This is an optimization exercise on Yosys and OpenROAD, whose aim is small area and a short achievable clock period, not a production implementation. RTL that was checked went through simulation tests only; none was proved equivalent to the original. Power figures rest on the tool's default switching activity, not on a simulated workload.

==> module counterFromZeroToLimit, before the edit <==
    module counterFromZeroToLimit #
    (
        parameter integer C_WIDTH = 12,
        parameter integer C_HOLD = 0      
    )
    (
        output reg oSync,                       
        output reg oAct,                        
        output wire oSyncNext,
        output wire oActNext,
        output reg [C_WIDTH - 1 : 0] oAddr,     
        output reg oZero,                       
        input wire [C_WIDTH - 1 : 0] iLenSync,
        input wire [C_WIDTH - 1 : 0] iLenBack,
        input wire [C_WIDTH - 1 : 0] iLenAct,
        input wire [C_WIDTH - 1 : 0] iLenFront,
        input wire iAddrEn,
        input wire iClk,
        input wire iRst,
        input wire iEn
    );
    reg front;
    wire back = ~(oSync | oAct | front);
    reg [C_WIDTH - 1 : 0] count;
    wire last = (count == {{(C_WIDTH - 1){1'b1}}, 1'b0});
    wire step = iEn && last;
    assign oSyncNext = step ? front : oSync;
    assign oActNext = step ? back : oAct;
    wire selSync = front || !iRst;
    wire [C_WIDTH - 1 : 0] countLoad = ~(({C_WIDTH{oSync && iRst}} & iLenBack) | ({C_WIDTH{back}} & iLenAct) |
                                         ({C_WIDTH{oAct}} & iLenFront) | ({C_WIDTH{selSync}} & iLenSync));
    wire addrCount = oAct && !last && iAddrEn;
    generate
        if (C_HOLD) begin : gHold
            always @(posedge iClk) begin
                if (step || !iRst) begin
                    count <= countLoad;
                end else if (iEn) begin
                    count <= count + 1'b1;
                end
            end
            always @(posedge iClk) begin
                if (!iRst) begin
                    oAddr <= 0;
                end else if (iEn) begin
                    oAddr <= addrCount ? oAddr + 1'b1 : {C_WIDTH{1'b0}};
                end
            end
        end else begin : gCarry
            always @(posedge iClk) begin
                if (step || !iRst) begin
                    count <= countLoad;
                end else begin
                    count <= count + iEn;
                end
            end
            always @(posedge iClk) begin
                if (!iRst || (iEn && !addrCount)) begin
                    oAddr <= 0;
                end else begin
                    oAddr <= oAddr + iEn;
                end
            end
        end
    endgenerate
    always @(posedge iClk or negedge iRst) begin
        if (!iRst) begin
            oSync <= 1'b1;
            oAct <= 1'b0;
            front <= 1'b0;
            oZero <= 1'b1;
        end else if (iEn) begin
            oZero <= last && front;
            if (last) begin
                oSync <= front;
                oAct <= back;
                front <= oAct;
            end
        end
    end
    endmodule
Settings: LEC_CHECK=0, CAP_MARGIN=20, CORE_MARGIN=2, CORE_UTILIZATION=40, SLEW_MARGIN=20; clock period 11.0 ns.
standard.sh (not shown) runs the stock make flow with config.mk's settings and CLKGATE_MAP_FILE= SYNTH_SCRIPT=/design/flow/synth_recipe.tcl, a recipe that flattens the netlist after the stock synthesis.
==> flow/flow/run.sh <==
#!/bin/bash
# Own flow: the standard layout (standard.sh) with these changes:
#  - the port buffers are small buffers (buf_1) instead of the default delay cells;
#  - the timing repair aims for more setup slack than the clock needs;
#  - clock tree synthesis inserts no dummy loads.
# Each ORFS step writes its full log under orfs/logs/.
export BUFFER_PORTS_ARGS="-buffer_cell sky130_fd_sc_hd__buf_1"
export SETUP_SLACK_MARGIN=7.8
export CTS_ARGS="-sink_clustering_enable -repair_clock_nets -dont_use_dummy_load"
bash standard.sh > standard.log 2>&1
Edit:
--- a/flow/design.v
+++ b/flow/design.v
@@ -39,9 +39,9 @@
                 end else if (iEn) begin
                     count <= count + 1'b1;
                 end
             end
-            always @(posedge iClk) begin
+            always @(posedge iClk or negedge iRst) begin
                 if (!iRst) begin
                     oAddr <= 0;
                 end else if (iEn) begin
                     oAddr <= addrCount ? oAddr + 1'b1 : {C_WIDTH{1'b0}};
@@ -54,10 +54,12 @@
                 end else begin
                     count <= count + iEn;
                 end
             end
-            always @(posedge iClk) begin
-                if (!iRst || (iEn && !addrCount)) begin
+            always @(posedge iClk or negedge iRst) begin
+                if (!iRst) begin
+                    oAddr <= 0;
+                end else if (iEn && !addrCount) begin
                     oAddr <= 0;
                 end else begin
                     oAddr <= oAddr + iEn;
                 end
After rerunning: Worst setup slack improved by 0.044 ns; area after synthesis went up by 2.8%; via count barely changes; cell area went up by 4.3%; clock skew went up by 0.011 ns; die area went up by 2.7%; utilization went up by 1.4 points; routed wire length went up by 4.4%; hold slack got worse by 0.014 ns; critical path depth went up by 2; global-route usage went up by 0.82 points; first-iteration DRC count went up by 43%.
No functional check of the RTL was part of any run of this note.

* * *

## build 72
Starting RTL as in the previous note.
==> module lcdTimCtrlCore, before the edit <==
    module lcdTimCtrlCore #
    (
        parameter integer C_HOR_WIDTH = 12,
        parameter integer C_VER_WIDTH = 12
    )
    (
        output reg oHSynch,
        output reg oVSynch,
        output reg oEnVideo,
        output wire [C_HOR_WIDTH - 1 : 0] oHAddr,
        output wire [C_VER_WIDTH - 1 : 0] oVAddr,
        input wire [C_HOR_WIDTH - 1 : 0] iHWidth,
        input wire [C_HOR_WIDTH - 1 : 0] iHBackPorch,
        input wire [C_HOR_WIDTH - 1 : 0] iHFrontPorch,
        input wire [C_HOR_WIDTH - 1 : 0] iHResolution,
        input wire iHPolarity,
        input wire [C_VER_WIDTH - 1 : 0] iVWidth,
        input wire [C_VER_WIDTH - 1 : 0] iVBackPorch,
        input wire [C_VER_WIDTH - 1 : 0] iVFrontPorch,
        input wire [C_VER_WIDTH - 1 : 0] iVResolution,
        input wire iVPolarity,
        input wire iEnVideoPolarity,
        input wire iClkPixel,
        input wire iRst,
        input wire iEn
    );
    wire hSync, hAct, hSyncNext, hActNext, hZero;
    wire vSync, vAct, vSyncNext, vActNext, vZero;
    wire vEnabler = iEn && hZero;
    counterFromZeroToLimit #
        (
            .C_WIDTH(C_HOR_WIDTH)
        )HorizontalCounter(
            .oSync(hSync),
            .oAct(hAct),
            .oSyncNext(hSyncNext),
            .oActNext(hActNext),
            .oAddr(oHAddr),
            .oZero(hZero),
            .iLenSync(iHWidth),
            .iLenBack(iHBackPorch),
            .iLenAct(iHResolution),
            .iLenFront(iHFrontPorch),
            .iAddrEn(vAct),
            .iClk(iClkPixel),
            .iRst(iRst),
            .iEn(iEn)
        );
    counterFromZeroToLimit #
        (
            .C_WIDTH(C_VER_WIDTH),
            .C_HOLD(1)
        )VerticalCounter(
            .oSync(vSync),
            .oAct(vAct),
            .oSyncNext(vSyncNext),
            .oActNext(vActNext),
            .oAddr(oVAddr),
            .oZero(vZero),
            .iLenSync(iVWidth),
            .iLenBack(iVBackPorch),
            .iLenAct(iVResolution),
            .iLenFront(iVFrontPorch),
            .iAddrEn(1'b1),
            .iClk(iClkPixel),
            .iRst(iRst),
            .iEn(vEnabler)
        );
    always @(posedge iClkPixel) begin
        oHSynch <= (hSyncNext || !iRst) ? iHPolarity : ~iHPolarity;
        oVSynch <= (vSyncNext || !iRst) ? iVPolarity : ~iVPolarity;
        oEnVideo <= (hActNext && vActNext && iRst) ? iEnVideoPolarity : ~iEnVideoPolarity;
    end
    endmodule
Settings: LEC_CHECK=0, CAP_MARGIN=20, CORE_MARGIN=2, CORE_UTILIZATION=40, SLEW_MARGIN=20, TNS_END_PERCENT=0; clock period 11.0 ns.
==> flow/flow/run.sh <==
#!/bin/bash
# Own flow: the standard layout (standard.sh) with these changes:
#  - the port buffers are small buffers (buf_1) instead of the default delay cells;
#  - the timing repair aims for more setup slack than the clock needs;
#  - clock tree synthesis inserts no dummy loads.
# Each ORFS step writes its full log under orfs/logs/.
export BUFFER_PORTS_ARGS="-buffer_cell sky130_fd_sc_hd__buf_1"
export SETUP_SLACK_MARGIN=7.9
export CTS_ARGS="-sink_clustering_enable -repair_clock_nets -dont_use_dummy_load"
bash standard.sh > standard.log 2>&1
The following lists how trial 82 was set up differently from build 72:
--- a/flow/design.v
+++ b/flow/design.v
@@ -1,11 +1,10 @@
 `timescale 1ns / 1ps
     module counterFromZeroToLimit #
     (
-        parameter integer C_WIDTH = 12,
-        parameter integer C_HOLD = 0      
+        parameter integer C_WIDTH = 12
     )
     (
         output reg oSync,                       
         output reg oAct,                        
         output wire oSyncNext,
         output wire oActNext,
@@ -27,46 +26,26 @@
     wire step = iEn && last;
     assign oSyncNext = step ? front : oSync;
     assign oActNext = step ? back : oAct;
     wire selSync = front || !iRst;
     wire [C_WIDTH - 1 : 0] countLoad = ~(({C_WIDTH{oSync && iRst}} & iLenBack) | ({C_WIDTH{back}} & iLenAct) |
                                          ({C_WIDTH{oAct}} & iLenFront) | ({C_WIDTH{selSync}} & iLenSync));
-    wire addrCount = oAct && !last && iAddrEn;
-    generate
-        if (C_HOLD) begin : gHold
-            always @(posedge iClk) begin
-                if (step || !iRst) begin
-                    count <= countLoad;
-                end else if (iEn) begin
-                    count <= count + 1'b1;
-                end
-            end
-            always @(posedge iClk) begin
-                if (!iRst) begin
-                    oAddr <= 0;
-                end else if (iEn) begin
-                    oAddr <= addrCount ? oAddr + 1'b1 : {C_WIDTH{1'b0}};
-                end
-            end
-        end else begin : gCarry
-            always @(posedge iClk) begin
-                if (step || !iRst) begin
-                    count <= countLoad;
-                end else begin
-                    count <= count + iEn;
-                end
-            end
-            always @(posedge iClk) begin
-                if (!iRst || (iEn && !addrCount)) begin
-                    oAddr <= 0;
-                end else begin
-                    oAddr <= oAddr + iEn;
-                end
-            end
+    always @(posedge iClk) begin
+        if (step || !iRst) begin
+            count <= countLoad;
+        end else begin
+            count <= count + iEn;
         end
-    endgenerate
+    end
+    always @(posedge iClk) begin
+        if (!iRst || (iEn && !(oAct && !last && iAddrEn))) begin
+            oAddr <= 0;
+        end else begin
+            oAddr <= oAddr + iEn;
+        end
+    end
     always @(posedge iClk or negedge iRst) begin
         if (!iRst) begin
             oSync <= 1'b1;
             oAct <= 1'b0;
             front <= 1'b0;
             oZero <= 1'b1;
@@ -128,14 +107,13 @@
             .iClk(iClkPixel),
             .iRst(iRst),
             .iEn(iEn)
         );
     counterFromZeroToLimit #
         (
-            .C_WIDTH(C_VER_WIDTH),
-            .C_HOLD(1)
+            .C_WIDTH(C_VER_WIDTH)
         )VerticalCounter(
             .oSync(vSync),
             .oAct(vAct),
             .oSyncNext(vSyncNext),
             .oActNext(vActNext),
             .oAddr(oVAddr),
Notes after the runs:
Taking build 72 as the reference point, the number of cells after detailed placement of trial 82 falls by 0.70%. When the final numbers for trial 82 and build 72 were put side by side, the switching share of total power turned out to be smaller in build 72. Trial 82 ended with more multi-input logic area than build 72. Die height: lower on trial 82. When the final numbers for trial 82 and build 72 were put side by side, the final worst slack turned out to be greater in trial 82. The lower clock share of power of trial 82 and build 72 is in build 72. On area share of buffers outside the clock network, trial 82 and build 72 are basically level. Utilization ended up 2.3 points higher on trial 82 than on build 72.
For build 72, only the layout was checked, not whether the RTL still works.

-- afterwards: timing with drivers on the ports --
How much do the figures lean on ideal ports? The routed layouts below were timed once more, with nothing changed but the port constraints.
Step 1, drivers: a clkbuf_16 drives iClkPixel and a buf_2 each remaining input, both assumed.
Step 2 moves the port delays by t, midway between the first and last clock arrival at a register: inputs arrive t later, outputs are due t later. That takes back most of the time a late clock gives input paths.
Slacks: ideal ports / drivers / drivers and shift; pairs: ideal ports / drivers.
| run | t, ns | setup slack, ns | worst register clock-pin slew, ns | worst slew at a driven data input, ns | pins driven straight from the clock port |
|---|---|---|---|---|---|
| the first run of note 1 | 0.350 | 7.827 / 7.785 / 7.435 | 0.07 / 0.07 | 0.07 | 1 |
| the second run of note 1 | 0.354 | 7.871 / 7.839 / 7.485 | 0.07 / 0.07 | 0.06 | 1 |
| build 72 | 0.350 | 7.791 / 7.753 / 7.403 | 0.06 / 0.06 | 0.06 | 1 |
| trial 82 | 0.353 | 7.866 / 7.826 / 7.473 | 0.07 / 0.07 | 0.06 | 1 |
After both steps every run listed still meets setup and hold. For trial 82, which loses most, drivers alone change the setup slack by -0.040 ns; drivers and shift together by -0.393 ns.
